Context: an optimization exercise on an open-source flow, tuned for small area and a short achievable clock period. The choices shown serve that exercise and are no tape-out recipe. RTL that was checked went through simulation tests only; none was proved equivalent to the original.

==> inputs of v1 <==
// FIR_transposed
module FIR_transposed(clk, reset, noisy_signal, filtered_real);
  input clk;
  input reset;
  input signed [15:0] noisy_signal;
  output signed [15:0] filtered_real;
  wire [15:0] x = noisy_signal;
  wire x15n = ~x[15];
  reg [15:0] h1;
  reg [15:0] h2;
  reg [15:0] h3;
  reg [15:0] h4;
  reg [15:0] h5;
  reg [15:0] h6;
  reg [15:0] h7;
  reg [15:0] h8;
  reg [15:0] h9;
  reg [15:0] h10;
  reg [15:0] h11;
  reg [15:0] h12;
  reg [15:0] h13;
  reg [15:0] h14;
  reg [15:0] h15;
  reg [15:0] h16;
  reg [15:0] h17;
  reg [15:0] h18;
  reg [15:0] h19;
  reg [15:0] h20;
  reg [15:0] h21;
  reg [15:0] h22;
  reg [15:0] h23;
  reg [15:0] h24;
  reg [15:0] h25;
  reg [15:0] h26;
  reg [15:0] h27;
  reg [15:0] h28;
  reg [15:0] h29;
  reg [15:0] h30;
  reg [15:0] h31;
  reg [15:0] h32;
  reg [15:0] h33;
  reg [15:0] h34;
  reg [15:0] h35;
  reg [15:0] h36;
  reg [15:0] h37;
  reg [15:0] h38;
  reg [15:0] h39;
  reg [15:0] h40;
  reg [15:0] h41;
  reg [15:0] h42;
  reg [15:0] h43;
  reg [15:0] h44;
  reg [15:0] h45;
  reg [15:0] h46;
  ...
clock: 13.0 ns
lec_check: 0
abc_clock_period_in_ps: 2000
cap_margin: 20
core_margin: 2
core_utilization: 65
cts_cluster_diameter: 100
cts_cluster_size: 22
setup_slack_margin: 5
slew_margin: 20
synth_hierarchical: 1
standard.sh (not shown) runs the stock make flow with config.mk's settings and CLKGATE_MAP_FILE= SYNTH_SCRIPT=/design/flow/synth_recipe.tcl, a recipe that flattens the netlist after the stock synthesis.
==> flow/flow/run.sh <==
#!/bin/bash
# Standard layout with a larger setup-repair margin.
bash standard.sh SETUP_SLACK_MARGIN=6.0 finish > standard.log 2>&1
==> inputs of v15, as changes to v1 <==
Settings changed: CTS_BUF_LIST set to sky130_fd_sc_hd__clkbuf_8, CTS_CLUSTER_SIZE 22 to 16.
==> notes <==
- v1 passed the timing, design-rule and antenna checks. v15 completed with no timing, DRC or antenna violations.
- Via count: v15 is higher than v1 (about 0.3%).
- In sequential cell count, v1 and v15 do not differ.
- Die area is the same in v15 and v1.
- Area after synthesis is the same in v1 and v15.
- In v15 the maximum frequency is higher than in v1, by about 0.2%.
- Between v15 and v1, the lower setup slack is in v1 (gap 15 ps).
- Between v1 and v15, the lower worst hold slack is in v1 (gap 30 ps).
- In utilization, v1 and v15 hardly differ.
- In sequential share of layout area, v1 and v15 hardly differ.
Function was not checked in any run of this note: the RTL went through the layout flow alone.

==> v27 <==
FIR_transposed, a different RTL version from the one above (not shown whole).
==> flow/config.mk <==
export PLATFORM = sky130hd
export DESIGN_NAME = FIR_transposed
export DESIGN_NICKNAME = FIR_transposed
export VERILOG_FILES = /design/flow/design.v
export SDC_FILE = /design/flow/constraint.sdc
export NUM_CORES = 8
export LEC_CHECK = 0
export ABC_CLOCK_PERIOD_IN_PS = 2000
export CAP_MARGIN = 20
export CORE_MARGIN = 2
export CORE_UTILIZATION = 40
export SETUP_SLACK_MARGIN = 5
export SLEW_MARGIN = 20
export SYNTH_HIERARCHICAL = 1
==> flow/constraint.sdc <==
create_clock -name core_clock -period 13.0 [get_ports {clk}]
set_input_delay 2.6000 -clock core_clock [delete_from_list [all_inputs] [get_ports {clk}]]
set_output_delay 2.6000 -clock core_clock [all_outputs]
set_load 0.01 [all_outputs]
==> flow/flow/run.sh <==
#!/bin/bash
# Standard layout with a larger setup-repair margin.
bash standard.sh SETUP_SLACK_MARGIN=7 finish > standard.log 2>&1
==> inputs of v14, as changes to v27 <==
--- a/flow/design.v
+++ b/flow/design.v
@@ -25,14 +25,68 @@
   input [31:0] r;
   input [31:0] u;
   input [31:0] v;
   output [15:0] y;
   wire [31:0] t = r + u + v;
   assign y = t[31:16];
 endmodule
+module YSEL(r, x, y);
+  input [31:0] r;
+  input [15:0] x;
+  output [15:0] y;
+  wire [15:0] d;
+  XOR2M u_d0 (.a(x[0]), .b(1'b1), .y(d[0]));
+  genvar i;
+  generate
+    for (i = 1; i < 16; i = i + 1) begin : g_d
+      XOR2M u_d (.a(x[i]), .b(x[i-1]), .y(d[i]));
+    end
+  endgenerate
+  wire [15:0] s = r[15:0] ^ d;
+  wire [15:0] xm1 = {x[14:0], 1'b1};
+  wire [15:0] c = (r[15:0] & ~x) | (r[15:0] & ~xm1) | (~x & ~xm1);
+  wire [15:0] A = s;
+  wire [15:0] B = {c[14:0], 1'b0};
+  wire [15:0] g0 = A & B;
+  wire [15:0] p0 = A | B;
+  wire [7:0] g1, p1;
+  wire [3:0] g2, p2;
+  wire [1:0] g3, p3;
+  generate
+    for (i = 0; i < 8; i = i + 1) begin : l1
+      assign g1[i] = g0[2*i+1] | (p0[2*i+1] & g0[2*i]);
+      assign p1[i] = p0[2*i+1] & p0[2*i];
+    end
+    for (i = 0; i < 4; i = i + 1) begin : l2
+      assign g2[i] = g1[2*i+1] | (p1[2*i+1] & g1[2*i]);
+      assign p2[i] = p1[2*i+1] & p1[2*i];
+    end
+    for (i = 0; i < 2; i = i + 1) begin : l3
+      assign g3[i] = g2[2*i+1] | (p2[2*i+1] & g2[2*i]);
+      assign p3[i] = p2[2*i+1] & p2[2*i];
+    end
+  endgenerate
+  wire b = g3[1] | (p3[1] & g3[0]);
+  wire a = c[15];
+  wire e = ~x[15];
+  wire [15:0] rh = r[31:16];
+  wire [15:0] qm2 = rh - 16'd2;
+  wire [15:0] qm1 = rh - 16'd1;
+  wire [15:0] qp1 = rh + 16'd1;
+  wire [15:0] qp2 = rh + 16'd2;
+  wire [15:0] t0 = e ? (a ? qm1 : qm2) : (a ? qp1 : rh);
+  wire [15:0] t1 = e ? (a ? rh : qm1) : (a ? qp2 : qp1);
+  assign y = b ? t1 : t0;
+endmodule
+module XOR2M(a, b, y);
+  input a;
+  input b;
+  output y;
+  assign y = a ^ b;
+endmodule
 module INV(a, y);
   input a;
   output y;
   assign y = ~a;
 endmodule
 module FIR_transposed(clk, reset, noisy_signal, filtered_real);
   input clk;
@@ -5000,12 +5054,11 @@
     Sa <= Sa_d;
     Sb <= Sb_d;
   end
   wire [31:0] sa = {1'b0, Sa[30], ~Sa[29], ~Sa[28], ~Sa[27], ~Sa[26], ~Sa[25], Sa[24], Sa[23], Sa[22], Sa[21], ~Sa[20], ~Sa[19], ~Sa[18], ~Sa[17], Sa[16], Sa[15], ~Sa[14], Sa[13], Sa[12], Sa[11], Sa[10], Sa[9], Sa[8], Sa[7], Sa[6], Sa[5], ~Sa[4], Sa[3], Sa[2], Sa[1], Sa[0]};
   wire [31:0] sb = {1'b0, ~Sb[30], 1'b0, 1'b0, 1'b0, 1'b0, 1'b0, 1'b0, Sb[23], Sb[22], ~Sb[21], 1'b0, ~Sb[19], ~Sb[18], Sb[17], 1'b0, ~Sb[15], Sb[14], 1'b0, 1'b0, 1'b0, ~Sb[10], Sb[9], Sb[8], Sb[7], 1'b0, 1'b0, Sb[4], Sb[3], 1'b0, Sb[1], 1'b0};
   wire [31:0] r;
   RADD u_radd (.a(sa), .b(sb), .r(r));
-  wire [31:0] xn = ~{{16{x[15]}}, x};
   wire [15:0] y;
-  YADD u_yadd (.r(r), .u(xn), .v({xn[30:0], 1'b0}), .y(y));
+  YSEL u_ysel (.r(r), .x(x), .y(y));
   assign filtered_real = y;
 endmodule
==> flow/run.sh (new file) <==
#!/bin/bash
# synth_recipe.tcl (not shown) runs the flow's synth.tcl, then flattens the netlist and writes it again
# the make line also repeats each setting of config.mk as NAME=value (left out here)
make -C /OpenROAD-flow-scripts/flow DESIGN_CONFIG=/design/flow/config.mk WORK_HOME=/design/flow/orfs CLKGATE_MAP_FILE= SYNTH_SCRIPT=/design/flow/synth_recipe.tcl finish
removed: flow/flow/run.sh
removed: flow/standard.sh
==> inputs of v6, as changes to v27 <==
--- a/flow/design.v
+++ b/flow/design.v
@@ -25,14 +25,68 @@
   input [31:0] r;
   input [31:0] u;
   input [31:0] v;
   output [15:0] y;
   wire [31:0] t = r + u + v;
   assign y = t[31:16];
 endmodule
+module YSEL(r, x, y);
+  input [31:0] r;
+  input [15:0] x;
+  output [15:0] y;
+  wire [15:0] d;
+  XOR2M u_d0 (.a(x[0]), .b(1'b1), .y(d[0]));
+  genvar i;
+  generate
+    for (i = 1; i < 16; i = i + 1) begin : g_d
+      XOR2M u_d (.a(x[i]), .b(x[i-1]), .y(d[i]));
+    end
+  endgenerate
+  wire [15:0] s = r[15:0] ^ d;
+  wire [15:0] xm1 = {x[14:0], 1'b1};
+  wire [15:0] c = (r[15:0] & ~x) | (r[15:0] & ~xm1) | (~x & ~xm1);
+  wire [15:0] A = s;
+  wire [15:0] B = {c[14:0], 1'b0};
+  wire [15:0] g0 = A & B;
+  wire [15:0] p0 = A | B;
+  wire [7:0] g1, p1;
+  wire [3:0] g2, p2;
+  wire [1:0] g3, p3;
+  generate
+    for (i = 0; i < 8; i = i + 1) begin : l1
+      assign g1[i] = g0[2*i+1] | (p0[2*i+1] & g0[2*i]);
+      assign p1[i] = p0[2*i+1] & p0[2*i];
+    end
+    for (i = 0; i < 4; i = i + 1) begin : l2
+      assign g2[i] = g1[2*i+1] | (p1[2*i+1] & g1[2*i]);
+      assign p2[i] = p1[2*i+1] & p1[2*i];
+    end
+    for (i = 0; i < 2; i = i + 1) begin : l3
+      assign g3[i] = g2[2*i+1] | (p2[2*i+1] & g2[2*i]);
+      assign p3[i] = p2[2*i+1] & p2[2*i];
+    end
+  endgenerate
+  wire b = g3[1] | (p3[1] & g3[0]);
+  wire a = c[15];
+  wire e = ~x[15];
+  wire [15:0] rh = r[31:16];
+  wire [15:0] qm2 = rh - 16'd2;
+  wire [15:0] qm1 = rh - 16'd1;
+  wire [15:0] qp1 = rh + 16'd1;
+  wire [15:0] qp2 = rh + 16'd2;
+  wire [15:0] t0 = e ? (a ? qm1 : qm2) : (a ? qp1 : rh);
+  wire [15:0] t1 = e ? (a ? rh : qm1) : (a ? qp2 : qp1);
+  assign y = b ? t1 : t0;
+endmodule
+module XOR2M(a, b, y);
+  input a;
+  input b;
+  output y;
+  assign y = a ^ b;
+endmodule
 module INV(a, y);
   input a;
   output y;
   assign y = ~a;
 endmodule
 module FIR_transposed(clk, reset, noisy_signal, filtered_real);
   input clk;
@@ -5000,12 +5054,11 @@
     Sa <= Sa_d;
     Sb <= Sb_d;
   end
   wire [31:0] sa = {1'b0, Sa[30], ~Sa[29], ~Sa[28], ~Sa[27], ~Sa[26], ~Sa[25], Sa[24], Sa[23], Sa[22], Sa[21], ~Sa[20], ~Sa[19], ~Sa[18], ~Sa[17], Sa[16], Sa[15], ~Sa[14], Sa[13], Sa[12], Sa[11], Sa[10], Sa[9], Sa[8], Sa[7], Sa[6], Sa[5], ~Sa[4], Sa[3], Sa[2], Sa[1], Sa[0]};
   wire [31:0] sb = {1'b0, ~Sb[30], 1'b0, 1'b0, 1'b0, 1'b0, 1'b0, 1'b0, Sb[23], Sb[22], ~Sb[21], 1'b0, ~Sb[19], ~Sb[18], Sb[17], 1'b0, ~Sb[15], Sb[14], 1'b0, 1'b0, 1'b0, ~Sb[10], Sb[9], Sb[8], Sb[7], 1'b0, 1'b0, Sb[4], Sb[3], 1'b0, Sb[1], 1'b0};
   wire [31:0] r;
   RADD u_radd (.a(sa), .b(sb), .r(r));
-  wire [31:0] xn = ~{{16{x[15]}}, x};
   wire [15:0] y;
-  YADD u_yadd (.r(r), .u(xn), .v({xn[30:0], 1'b0}), .y(y));
+  YSEL u_ysel (.r(r), .x(x), .y(y));
   assign filtered_real = y;
 endmodule
==> results.cfg <==
[status]
status = complete, no violations

[synth]
yosysTopAreaCellShare = 0.602

[worst_setup_path]
critPathArrivalTime_ns = 5.41

[finish]
area_growth_syn_to_layout_pct = 9.58
ff_latch_area_um2 = 17600

[sta]
worstMarginPinSlew_ns = 1.06

[routing]
drt_iter0_drc = 3367
The numbers above come from v14.

==> results.cfg <==
[status]
status = complete, no violations

[synth]
yosysTopAreaCellShare = 0.602

[sta]
worstMarginPinSlew_ns = 1.07

[routing]
drt_iter0_drc = 3483

[finish]
area_growth_syn_to_layout_pct = 15.2
ff_latch_area_um2 = 17700

[worst_setup_path]
critPathArrivalTime_ns = 5.52
The numbers above come from v6.

==> results.cfg <==
[status]
status = complete, no violations

[finish]
fillers = 15400
ff_latch_area_um2 = 17800
area_growth_syn_to_layout_pct = 17.5

[sta]
worstMarginPinSlew_ns = 0.944
fin_crit_sh = 0.608

[synth]
yosysTopAreaCellShare = 0.609

[worst_setup_path]
critPathArrivalTime_ns = 5.30
The numbers above come from v27.

No functional check of the RTL was part of any run of this note.

==> inputs of v9 <==
Another version of the RTL of FIR_transposed (not shown whole).
clock: 13.0 ns
lec_check: 0
abc_clock_period_in_ps: 2000
cap_margin: 20
core_margin: 2
core_utilization: 65
cts_cluster_diameter: 100
cts_cluster_size: 22
setup_slack_margin: 5
slew_margin: 20
synth_hierarchical: 1
==> flow/flow/run.sh <==
#!/bin/bash
# Standard layout with a larger setup-repair margin.
bash standard.sh SETUP_SLACK_MARGIN=6.0 finish > standard.log 2>&1
==> inputs of v7, as changes to v9 <==
==> flow/flow/run.sh (replaced) <==
#!/bin/bash
# Standard layout with a larger setup-repair margin.
bash standard.sh SETUP_SLACK_MARGIN=5.95 finish > standard.log 2>&1
==> results.cfg <==
[run_status]
outcome = finished clean

[place]
dpl.cell_count = 6328

[critical_path]
path_depth = 12
end_kind = primary output

[sta]
hold_slack_ps = 358
fin_skew_ps = 58.5

[routing]
m1WireLength_mm = 73.7

[layout]
buffers = 94
nClkBuffers = 54
(the above is from v9)
==> results.cfg <==
[place]
dpl.cell_count = 6337

[run_status]
outcome = finished clean

[critical_path]
end_kind = flip-flop

[routing]
m1WireLength_mm = 75.1

[layout]
buffers = 87
nClkBuffers = 56
(the above is from v7)
No run of this note included a check of the RTL's function; only the layout flow was run.

==> inputs of fjord <==
FIR_transposed, a different RTL version from the one above (not shown whole).
## FIR_transposed
module FIR_transposed(clk, reset, noisy_signal, filtered_real);
==> flow/config.mk <==
export PLATFORM = sky130hd
export DESIGN_NAME = FIR_transposed
export DESIGN_NICKNAME = FIR_transposed
export VERILOG_FILES = /design/flow/design.v
export SDC_FILE = /design/flow/constraint.sdc
export NUM_CORES = 8
export LEC_CHECK = 0
export ABC_CLOCK_PERIOD_IN_PS = 2000
export CAP_MARGIN = 20
export CORE_MARGIN = 2
export CORE_UTILIZATION = 65
export CTS_CLUSTER_DIAMETER = 110
export CTS_CLUSTER_SIZE = 26
export SETUP_SLACK_MARGIN = 5
export SLEW_MARGIN = 20
export SYNTH_HIERARCHICAL = 1
==> flow/constraint.sdc <==
create_clock -name core_clock -period 13.0 [get_ports {clk}]
set_input_delay 2.6000 -clock core_clock [delete_from_list [all_inputs] [get_ports {clk}]]
set_output_delay 2.6000 -clock core_clock [all_outputs]
set_load 0.01 [all_outputs]
==> flow/flow/run.sh <==
#!/bin/bash
# Standard layout with a larger setup-repair margin.
bash standard.sh SETUP_SLACK_MARGIN=5.95 finish > standard.log 2>&1
==> indigo: changes against fjord <==
==> flow/flow/run.sh (replaced) <==
#!/bin/bash
# Standard layout with a larger setup-repair margin and another repair move order.
bash standard.sh SETUP_SLACK_MARGIN=6.0 SETUP_MOVE_SEQUENCE=sizeup,swap,clone,split,buffer finish > standard.log 2>&1
- CTS_CLUSTER_DIAMETER: 110 -> 100
- CTS_CLUSTER_SIZE: 26 -> 22
==> onyx: changes against fjord <==
==> flow/flow/run.sh (replaced) <==
#!/bin/bash
# Standard layout with a larger setup-repair margin.
bash standard.sh SETUP_SLACK_MARGIN=6.0 finish > standard.log 2>&1
- CORE_UTILIZATION: 65 -> 70
- CTS_CLUSTER_DIAMETER: 110 -> 100
- CTS_CLUSTER_SIZE: 26 -> 22
==> summary of the runs <==
Global-route usage, highest first: onyx, indigo, fjord. Design area, lowest first: fjord, indigo, onyx. The highest clock skew belongs to indigo, the lowest to onyx. Flip-flop and latch count is the same in indigo and fjord.

[what the ideal ports hide]
The flow's constraints put no driver on any port. The routed layouts listed below were extracted and timed again, unchanged, in two steps.
Step 1 sets driving cells, clkbuf_16 on the clock port and buf_2 on the other inputs (assumed; they add their load-dependent delay and slew).
Step 2 times the ports against the registers' clock, not the clock port: input delays grow and output delays shrink by t, the midpoint of the rising clock arrivals with the driver on.
Slacks: ideal ports / drivers / drivers and shift; pairs: ideal ports / drivers.
run	shift t [ns]	slack for setup (ns)	worst setup path after step 2	latest minus earliest clock arrival (ns)	worst slew at a driven data input, ns
v1	0.784	5.935 / 5.874 / 5.538	input to register	0.079 / 0.079	0.11
v15	0.833	5.950 / 5.889 / 5.489	input to register	0.072 / 0.071	0.11
v27	0.781	5.102 / 5.035 / 5.035	input to output	0.048 / 0.048	0.09
v14	0.799	4.988 / 4.940 / 4.940	input to output	0.065 / 0.066	0.06
v6	0.797	4.877 / 4.821 / 4.821	input to output	0.033 / 0.033	0.07
v9	0.781	5.927 / 5.894 / 5.739	input to register	0.062 / 0.063	0.06
v7	0.778	5.991 / 5.957 / 5.808	input to register	0.040 / 0.039	0.06
fjord	0.738	5.955 / 5.928 / 5.800	input to register	0.045 / 0.045	0.06
indigo	0.766	6.018 / 5.986 / 5.852	input to register	0.058 / 0.058	0.06
onyx	0.748	5.902 / 5.858 / 5.645	input to register	0.030 / 0.030	0.06
After both steps every run listed still meets setup and hold. The setup slack of v15, which loses most, moves by -0.061 ns with the drivers and by -0.461 ns with both steps.
